This is an optimization exercise on Yosys and OpenROAD, whose aim is small area and a short achievable clock period, not a production implementation.
RTL that was checked went through simulation tests only; none was proved equivalent to the original.
Power figures rest on the tool's default switching activity, not on a simulated workload.

Design FIRLPF, start of the top module:
module FIRLPF(
       input                     Clock,
       input                     Rst_n,
       input      signed  [31:0] InputData1,
       output     signed  [31:0] OutputData
);
reg [5:0] Count;
always @(posedge Clock or negedge Rst_n)
  if (!Rst_n)             Count <= 6'd0;
  else if (Count < 6'd39) Count <= Count + 6'd1;
  else                    Count <= 6'd0;
reg [21:0] rom;
always @* begin
  case (Count)
    6'd0: rom = 22'b0000100010000000000000;
    6'd1: rom = 22'b0000100010000000000000;
    6'd2: rom = 22'b0000100010000000000000;
    6'd3: rom = 22'b0001000000000000000000;
    6'd4: rom = 22'b0000000000100000000000;
    6'd5: rom = 22'b0000010100000000000000;
    6'd6: rom = 22'b0000100000000000000001;
    6'd7: rom = 22'b0000000010000000000001;
    6'd8: rom = 22'b0001001000000000000000;
    6'd9: rom = 22'b0000010010000100000000;
    6'd10: rom = 22'b0001000000000010100001;
    6'd11: rom = 22'b0000011000000100101000;
    6'd12: rom = 22'b0010100001010000000001;
    6'd13: rom = 22'b0100000010000010000000;
    6'd14: rom = 22'b0100000000100100101000;
    6'd15: rom = 22'b1000010000000000011000;
    6'd16: rom = 22'b1000100001000000100100;
    6'd17: rom = 22'b0010001000000101001000;
  ...
Size in the first run: about 2000 cells after synthesis, roughly 66 I/O pins, roughly 22000 um^2 of cells after synthesis.
==> flow/config.mk <==
export PLATFORM = sky130hd
export DESIGN_NAME = FIRLPF
export DESIGN_NICKNAME = FIRLPF
export VERILOG_FILES = /design/flow/design.v
export SDC_FILE = /design/flow/constraint.sdc
export NUM_CORES = 4
export LEC_CHECK = 0
export CAP_MARGIN = 20
export CELL_PAD_IN_SITES_DETAIL_PLACEMENT = 1
export CORE_MARGIN = 2
export CORE_UTILIZATION = 45
export PLACE_DENSITY = 0.65
export SLEW_MARGIN = 20
export SYNTH_HIERARCHICAL = 1
export SYNTH_MINIMUM_KEEP_SIZE = 0
==> flow/constraint.sdc <==
create_clock -name core_clock -period 11.0 [get_ports {Clock}]
set_input_delay 2.2000 -clock core_clock [delete_from_list [all_inputs] [get_ports {Clock}]]
set_output_delay 2.2000 -clock core_clock [all_outputs]
set_load 0.01 [all_outputs]
standard.sh (not shown) runs the stock make flow with config.mk's settings and CLKGATE_MAP_FILE= SYNTH_SCRIPT=/design/flow/synth_recipe.tcl, a recipe that flattens the netlist after the stock synthesis.
==> flow/flow/run.sh <==
#!/bin/bash
# The standard layout (standard.sh) with two changes to how it is made:
# - the port buffers that global placement inserts use buf_2 instead of the
#   flow's default pick, a slow delay buffer;
# - after placement resizing (repair_design), cells that drive many loads
#   and flip-flops that feed output ports get a stronger drive strength of
#   the same cell (post_resize.tcl);
#   detailed placement then legalizes them as usual.
# Everything else, including synthesis, is the standard flow's. The tools'
# full output goes to standard.log in the work folder (and to the ORFS logs
# under orfs/logs).
set -euo pipefail
here=$(cd "$(dirname "$0")" && pwd)
export BUFFER_PORTS_ARGS="-buffer_cell sky130_fd_sc_hd__buf_2"
export POST_RESIZE_TCL="$here/post_resize.tcl"
bash standard.sh > standard.log 2>&1
==> flow/flow/post_resize.tcl <==
# Sourced by ORFS after repair_design in the placement resizing step.
# Cells whose output drives more than 6 pins, and flip-flops that drive an
# output port's buffer, get the _4 drive strength of the same cell; cells
# driving more than 3 pins the _2 one, where the library has it (same
# function; flip-flops stay the same type of flip-flop).
set n_up 0
foreach inst [get_cells *] {
  set master [get_property $inst ref_name]
  if {![regexp {^(sky130_fd_sc_hd__[a-z0-9]+)_([0-9]+)$} $master -> base drive]} { continue }
  if {[string match "*clkbuf*" $base] || [string match "*dly*" $base] || [string match "*tap*" $base]} { continue }
  set fo 0
  foreach pin [get_pins -of_objects $inst -filter "direction == output"] {
    set net [get_nets -of_objects $pin]
    if {$net eq ""} { continue }
    incr fo [llength [get_pins -of_objects $net -filter "direction == input"]]
  }
  # flip-flops that feed an output port's buffer get the strongest drive
  set to_port 0
  if {[regexp {^sky130_fd_sc_hd__df} $base]} {
    foreach pin [get_pins -of_objects $inst -filter "direction == output"] {
      set net [get_nets -of_objects $pin]
      if {$net eq ""} { continue }
      foreach ld [get_pins -of_objects $net -filter "direction == input"] {
        if {[string match "output*" [get_name [get_cells -of_objects $ld]]]} { set to_port 1 }
      }
    }
  }
  if {$fo > 6 || $to_port} { set want 4 } elseif {$fo > 3} { set want 2 } else { continue }
  if {$drive >= $want} { continue }
  if {[llength [get_lib_cells -quiet ${base}_$want]] == 0} { continue }
  replace_cell $inst ${base}_$want
  incr n_up
}
puts "post_resize.tcl: upsized $n_up cells"
The first run passed the timing, design-rule and antenna checks.
Next try:
--- a/flow/flow/run.sh
+++ b/flow/flow/run.sh
@@ -6,2 +6 @@
-#   and flip-flops that feed output ports get a stronger drive strength of
-#   the same cell (post_resize.tcl);
+#   get a stronger drive strength of the same cell (post_resize.tcl);
==> flow/flow/post_resize.tcl (replaced) <==
# Sourced by ORFS after repair_design in the placement resizing step.
# Cells whose output drives more than 6 pins get the _4 drive strength of the
# same cell, more than 3 pins the _2 one, where the library has it (same
# function; flip-flops stay the same type of flip-flop).
set n_up 0
foreach inst [get_cells *] {
  set master [get_property $inst ref_name]
  if {![regexp {^(sky130_fd_sc_hd__[a-z0-9]+)_([0-9]+)$} $master -> base drive]} { continue }
  if {[string match "*clkbuf*" $base] || [string match "*dly*" $base] || [string match "*tap*" $base]} { continue }
  set fo 0
  foreach pin [get_pins -of_objects $inst -filter "direction == output"] {
    set net [get_nets -of_objects $pin]
    if {$net eq ""} { continue }
    incr fo [llength [get_pins -of_objects $net -filter "direction == input"]]
  }
  if {$fo > 6} { set want 4 } elseif {$fo > 3} { set want 2 } else { continue }
  if {$drive >= $want} { continue }
  if {[llength [get_lib_cells -quiet ${base}_$want]] == 0} { continue }
  replace_cell $inst ${base}_$want
  incr n_up
}
puts "post_resize.tcl: upsized $n_up cells"
- CORE_UTILIZATION: 45 -> 30
- PLACE_DENSITY: 0.65 -> 0.5
Result: The new run completed with no timing, DRC or antenna violations. Core utilization shrinks by 17 points. Wire length falls by 3.1%. First-iteration DRC count is lower by 14%.
Next try:
--- a/flow/flow/run.sh
+++ b/flow/flow/run.sh
@@ -6 +6,2 @@
-#   get a stronger drive strength of the same cell (post_resize.tcl);
+#   and flip-flops that feed output ports get a stronger drive strength of
+#   the same cell (post_resize.tcl);
--- a/flow/flow/post_resize.tcl
+++ b/flow/flow/post_resize.tcl
@@ -2,2 +2,3 @@
-# Cells whose output drives more than 6 pins get the _4 drive strength of the
-# same cell, more than 3 pins the _2 one, where the library has it (same
+# Cells whose output drives more than 6 pins, and flip-flops that drive an
+# output port's buffer, get the _4 drive strength of the same cell; cells
+# driving more than 3 pins the _2 one, where the library has it (same
@@ -16 +17,12 @@
-  if {$fo > 6} { set want 4 } elseif {$fo > 3} { set want 2 } else { continue }
+  # flip-flops that feed an output port's buffer get the strongest drive
+  set to_port 0
+  if {[regexp {^sky130_fd_sc_hd__df} $base]} {
+    foreach pin [get_pins -of_objects $inst -filter "direction == output"] {
+      set net [get_nets -of_objects $pin]
+      if {$net eq ""} { continue }
+      foreach ld [get_pins -of_objects $net -filter "direction == input"] {
+        if {[string match "output*" [get_name [get_cells -of_objects $ld]]]} { set to_port 1 }
+      }
+    }
+  }
+  if {$fo > 6 || $to_port} { set want 4 } elseif {$fo > 3} { set want 2 } else { continue }
Clock skew shrinks by 0.012 ns.
Utilization grows by 0.11 points.
Setup slack is worse by 0.046 ns.
Routed wire length barely changes.
Via count barely changes.
Sequential cell count stays the same.
Synthesized cell count is unchanged.
Function was not checked in any run of this note: the RTL went through the layout flow alone.

* * *

## alpha
Another version of the RTL of FIRLPF (not shown whole).
Size in the first run: about 2,000 cells after synthesis, roughly 66 I/O pins, about 22,000 um2 of cells after synthesis.
export LEC_CHECK = 0
export CAP_MARGIN = 20
export CELL_PAD_IN_SITES_DETAIL_PLACEMENT = 1
export CORE_MARGIN = 2
export CORE_UTILIZATION = 30
export CTS_CLUSTER_DIAMETER = 60
export CTS_CLUSTER_SIZE = 30
export PLACE_DENSITY = 0.5
export SLEW_MARGIN = 20
export SYNTH_HIERARCHICAL = 1
export SYNTH_MINIMUM_KEEP_SIZE = 0
create_clock -name core_clock -period 11.0 [get_ports {Clock}]
==> flow/flow/run.sh <==
#!/bin/bash
# The standard layout (standard.sh) with two changes to how it is made:
# - the port buffers that global placement inserts use buf_2 instead of the
#   flow's default pick, a slow delay buffer;
# - after placement resizing (repair_design), cells that drive many loads
#   and flip-flops that feed output ports get a stronger drive strength of
#   the same cell (post_resize.tcl);
#   detailed placement then legalizes them as usual.
# Everything else, including synthesis, is the standard flow's. The tools'
# full output goes to standard.log in the work folder (and to the ORFS logs
# under orfs/logs).
set -euo pipefail
here=$(cd "$(dirname "$0")" && pwd)
export BUFFER_PORTS_ARGS="-buffer_cell sky130_fd_sc_hd__buf_2"
export POST_RESIZE_TCL="$here/post_resize.tcl"
bash standard.sh > standard.log 2>&1
==> flow/flow/post_resize.tcl <==
# Sourced by ORFS after repair_design in the placement resizing step.
# Cells whose output drives more than 6 pins, and flip-flops that drive an
# output port's buffer, get the _4 drive strength of the same cell; cells
# driving more than 3 pins the _2 one, where the library has it (same
# function; flip-flops stay the same type of flip-flop).
set n_up 0
foreach inst [get_cells *] {
  set master [get_property $inst ref_name]
  if {![regexp {^(sky130_fd_sc_hd__[a-z0-9]+)_([0-9]+)$} $master -> base drive]} { continue }
  if {[string match "*clkbuf*" $base] || [string match "*dly*" $base] || [string match "*tap*" $base]} { continue }
  set fo 0
  foreach pin [get_pins -of_objects $inst -filter "direction == output"] {
    set net [get_nets -of_objects $pin]
    if {$net eq ""} { continue }
    incr fo [llength [get_pins -of_objects $net -filter "direction == input"]]
  }
  # flip-flops that feed an output port's buffer get the strongest drive
  set to_port 0
  if {[regexp {^sky130_fd_sc_hd__df} $base]} {
    foreach pin [get_pins -of_objects $inst -filter "direction == output"] {
      set net [get_nets -of_objects $pin]
      if {$net eq ""} { continue }
      foreach ld [get_pins -of_objects $net -filter "direction == input"] {
        if {[string match "output*" [get_name [get_cells -of_objects $ld]]]} { set to_port 1 }
      }
    }
  }
  if {$fo > 6 || $to_port} { set want 4 } elseif {$fo > 3} { set want 2 } else { continue }
  if {$drive >= $want} { continue }
  if {[llength [get_lib_cells -quiet ${base}_$want]] == 0} { continue }
  replace_cell $inst ${base}_$want
  incr n_up
}
puts "post_resize.tcl: upsized $n_up cells"
What beta does differently from alpha at the input level:
-- flow/flow/run.sh --
<<< alpha, line 4
#   flow's default pick, a slow delay buffer;
# - after placement resizing (repair_design), cells that drive many loads
#   and flip-flops that feed output ports get a stronger drive strength of
#   the same cell (post_resize.tcl);
#   detailed placement then legalizes them as usual.
# Everything else, including synthesis, is the standard flow's. The tools'
>>> beta, line 4
#   flow's default pick, a slow delay buffer;
# - after placement resizing (repair_design), cells that drive many loads
#   get a stronger drive strength of the same cell (post_resize.tcl);
#   detailed placement then legalizes them as usual.
# Everything else, including synthesis, is the standard flow's. The tools'
==> flow/flow/post_resize.tcl <==
# Sourced by ORFS after repair_design in the placement resizing step.
# Cells whose output drives more than 6 pins get the _4 drive strength of the
# same cell, more than 3 pins the _2 one, where the library has it (same
# function; flip-flops stay the same type of flip-flop).
set n_up 0
foreach inst [get_cells *] {
  set master [get_property $inst ref_name]
  if {![regexp {^(sky130_fd_sc_hd__[a-z0-9]+)_([0-9]+)$} $master -> base drive]} { continue }
  if {[string match "*clkbuf*" $base] || [string match "*dly*" $base] || [string match "*tap*" $base]} { continue }
  set fo 0
  foreach pin [get_pins -of_objects $inst -filter "direction == output"] {
    set net [get_nets -of_objects $pin]
    if {$net eq ""} { continue }
    incr fo [llength [get_pins -of_objects $net -filter "direction == input"]]
  }
  if {$fo > 6} { set want 4 } elseif {$fo > 3} { set want 2 } else { continue }
  if {$drive >= $want} { continue }
  if {[llength [get_lib_cells -quiet ${base}_$want]] == 0} { continue }
  replace_cell $inst ${base}_$want
  incr n_up
}
puts "post_resize.tcl: upsized $n_up cells"
Findings:
Measured against each other, alpha and beta differ in routed length on met1, the lower figure coming from beta.
alpha has a higher detailed-router iteration count before antenna repair than beta.
Detailed-route wire length shrinks slightly when moving from alpha to beta.
Input-level comparison between gamma and beta:
==> flow/flow/post_resize.tcl <==
# Sourced by ORFS after repair_design in the placement resizing step.
# Cells whose output drives more than 6 pins get the _4 drive strength of the
# same cell, more than 3 pins the _2 one, where the library has it (same
# function; flip-flops stay the same type of flip-flop). Adder cells are
# left alone.
set n_up 0
foreach inst [get_cells *] {
  set master [get_property $inst ref_name]
  if {![regexp {^(sky130_fd_sc_hd__[a-z0-9]+)_([0-9]+)$} $master -> base drive]} { continue }
  if {[string match "*clkbuf*" $base] || [string match "*dly*" $base] || [string match "*tap*" $base]} { continue }
  # the adders' cells (half adders and prefix cells) are left as they are
  if {[regexp {__(ha|fa|a21o)$} $base]} { continue }
  set fo 0
  foreach pin [get_pins -of_objects $inst -filter "direction == output"] {
    set net [get_nets -of_objects $pin]
    if {$net eq ""} { continue }
    incr fo [llength [get_pins -of_objects $net -filter "direction == input"]]
  }
  if {$fo > 6} { set want 4 } elseif {$fo > 3} { set want 2 } else { continue }
  if {$drive >= $want} { continue }
  if {[llength [get_lib_cells -quiet ${base}_$want]] == 0} { continue }
  replace_cell $inst ${base}_$want
  incr n_up
}
puts "post_resize.tcl: upsized $n_up cells"
[summary]
- Per the comparison of gamma with beta, total wire length after detailed routing essentially unchanged, global-route wire length before repair shrank by about 0.6%, global-route usage now sits at about the same level.
diff inputs: gamma => delta
Settings: removing CTS_CLUSTER_DIAMETER (formerly 60); removing CTS_CLUSTER_SIZE (formerly 30).
==> flow/flow/post_resize.tcl <==
# Sourced by ORFS after repair_design in the placement resizing step.
# Cells whose output drives more than 6 pins get the _4 drive strength of the
# same cell, more than 3 pins the _2 one, where the library has it (same
# function; flip-flops stay the same type of flip-flop).
set n_up 0
foreach inst [get_cells *] {
  set master [get_property $inst ref_name]
  if {![regexp {^(sky130_fd_sc_hd__[a-z0-9]+)_([0-9]+)$} $master -> base drive]} { continue }
  if {[string match "*clkbuf*" $base] || [string match "*dly*" $base] || [string match "*tap*" $base]} { continue }
  set fo 0
  foreach pin [get_pins -of_objects $inst -filter "direction == output"] {
    set net [get_nets -of_objects $pin]
    if {$net eq ""} { continue }
    incr fo [llength [get_pins -of_objects $net -filter "direction == input"]]
  }
  if {$fo > 6} { set want 4 } elseif {$fo > 3} { set want 2 } else { continue }
  if {$drive >= $want} { continue }
  if {[llength [get_lib_cells -quiet ${base}_$want]] == 0} { continue }
  replace_cell $inst ${base}_$want
  incr n_up
}
puts "post_resize.tcl: upsized $n_up cells"
Results
Hold slack: delta > gamma
On total leakage power, delta tracks gamma almost exactly.
Number of global-route vias before repair was higher in the run labelled delta.
Compared with gamma, delta improves minimum setup slack in the final design.
Between gamma and delta, overall power is higher for delta, gamma comes in under that.
gamma → delta: area added between synthesis and finish saw an increase; total number of sequential cells did not really move.
Clock network contribution to total cell area in delta is 0.85 points higher than in gamma
Comparing the two runs side by side, delta comes out ahead of gamma on initial detailed-routing violation count.
delta against gamma: wire length reported by the detailed router climbed 1.1%; fraction of area in registers shrank by 0.57 points.

-- re-timing with driven ports --
Ports are ideal in the flow. The routed layouts listed here were re-timed in OpenROAD.
Step 1 (the two cells are an assumption about what drives the block):
set clk [get_ports {Clock}]
set_driving_cell -lib_cell sky130_fd_sc_hd__clkbuf_16 $clk
set_driving_cell -lib_cell sky130_fd_sc_hd__buf_2 [delete_from_list [all_inputs] $clk]
Step 2 moves the port delays by t, midway between the first and last clock arrival at a register: inputs arrive t later, outputs are due t later. That takes back most of the time a late clock gives input paths.
Three values: ideal, step 1, step 2; two values: the first two.
run | t, ns | slack for setup (ns) | clock arrival spread, ns | slew at the worst register clock pin (ns)
the first run of note 1 | 0.630 | 7.565 / 7.507 / 7.693 | 0.041 / 0.042 | 0.07 / 0.07
the second run of note 1 | 0.627 | 7.598 / 7.538 / 7.778 | 0.031 / 0.031 | 0.06 / 0.06
the third run of note 1 | 0.637 | 7.552 / 7.491 / 7.793 | 0.022 / 0.022 | 0.06 / 0.06
alpha | 0.629 | 7.535 / 7.475 / 7.727 | 0.038 / 0.038 | 0.10 / 0.10
beta | 0.620 | 7.553 / 7.492 / 7.753 | 0.036 / 0.036 | 0.10 / 0.10
gamma | 0.623 | 7.550 / 7.489 / 7.746 | 0.041 / 0.041 | 0.10 / 0.10
delta | 0.637 | 7.559 / 7.499 / 7.753 | 0.021 / 0.022 | 0.07 / 0.07
After both steps every run listed still meets setup and hold.
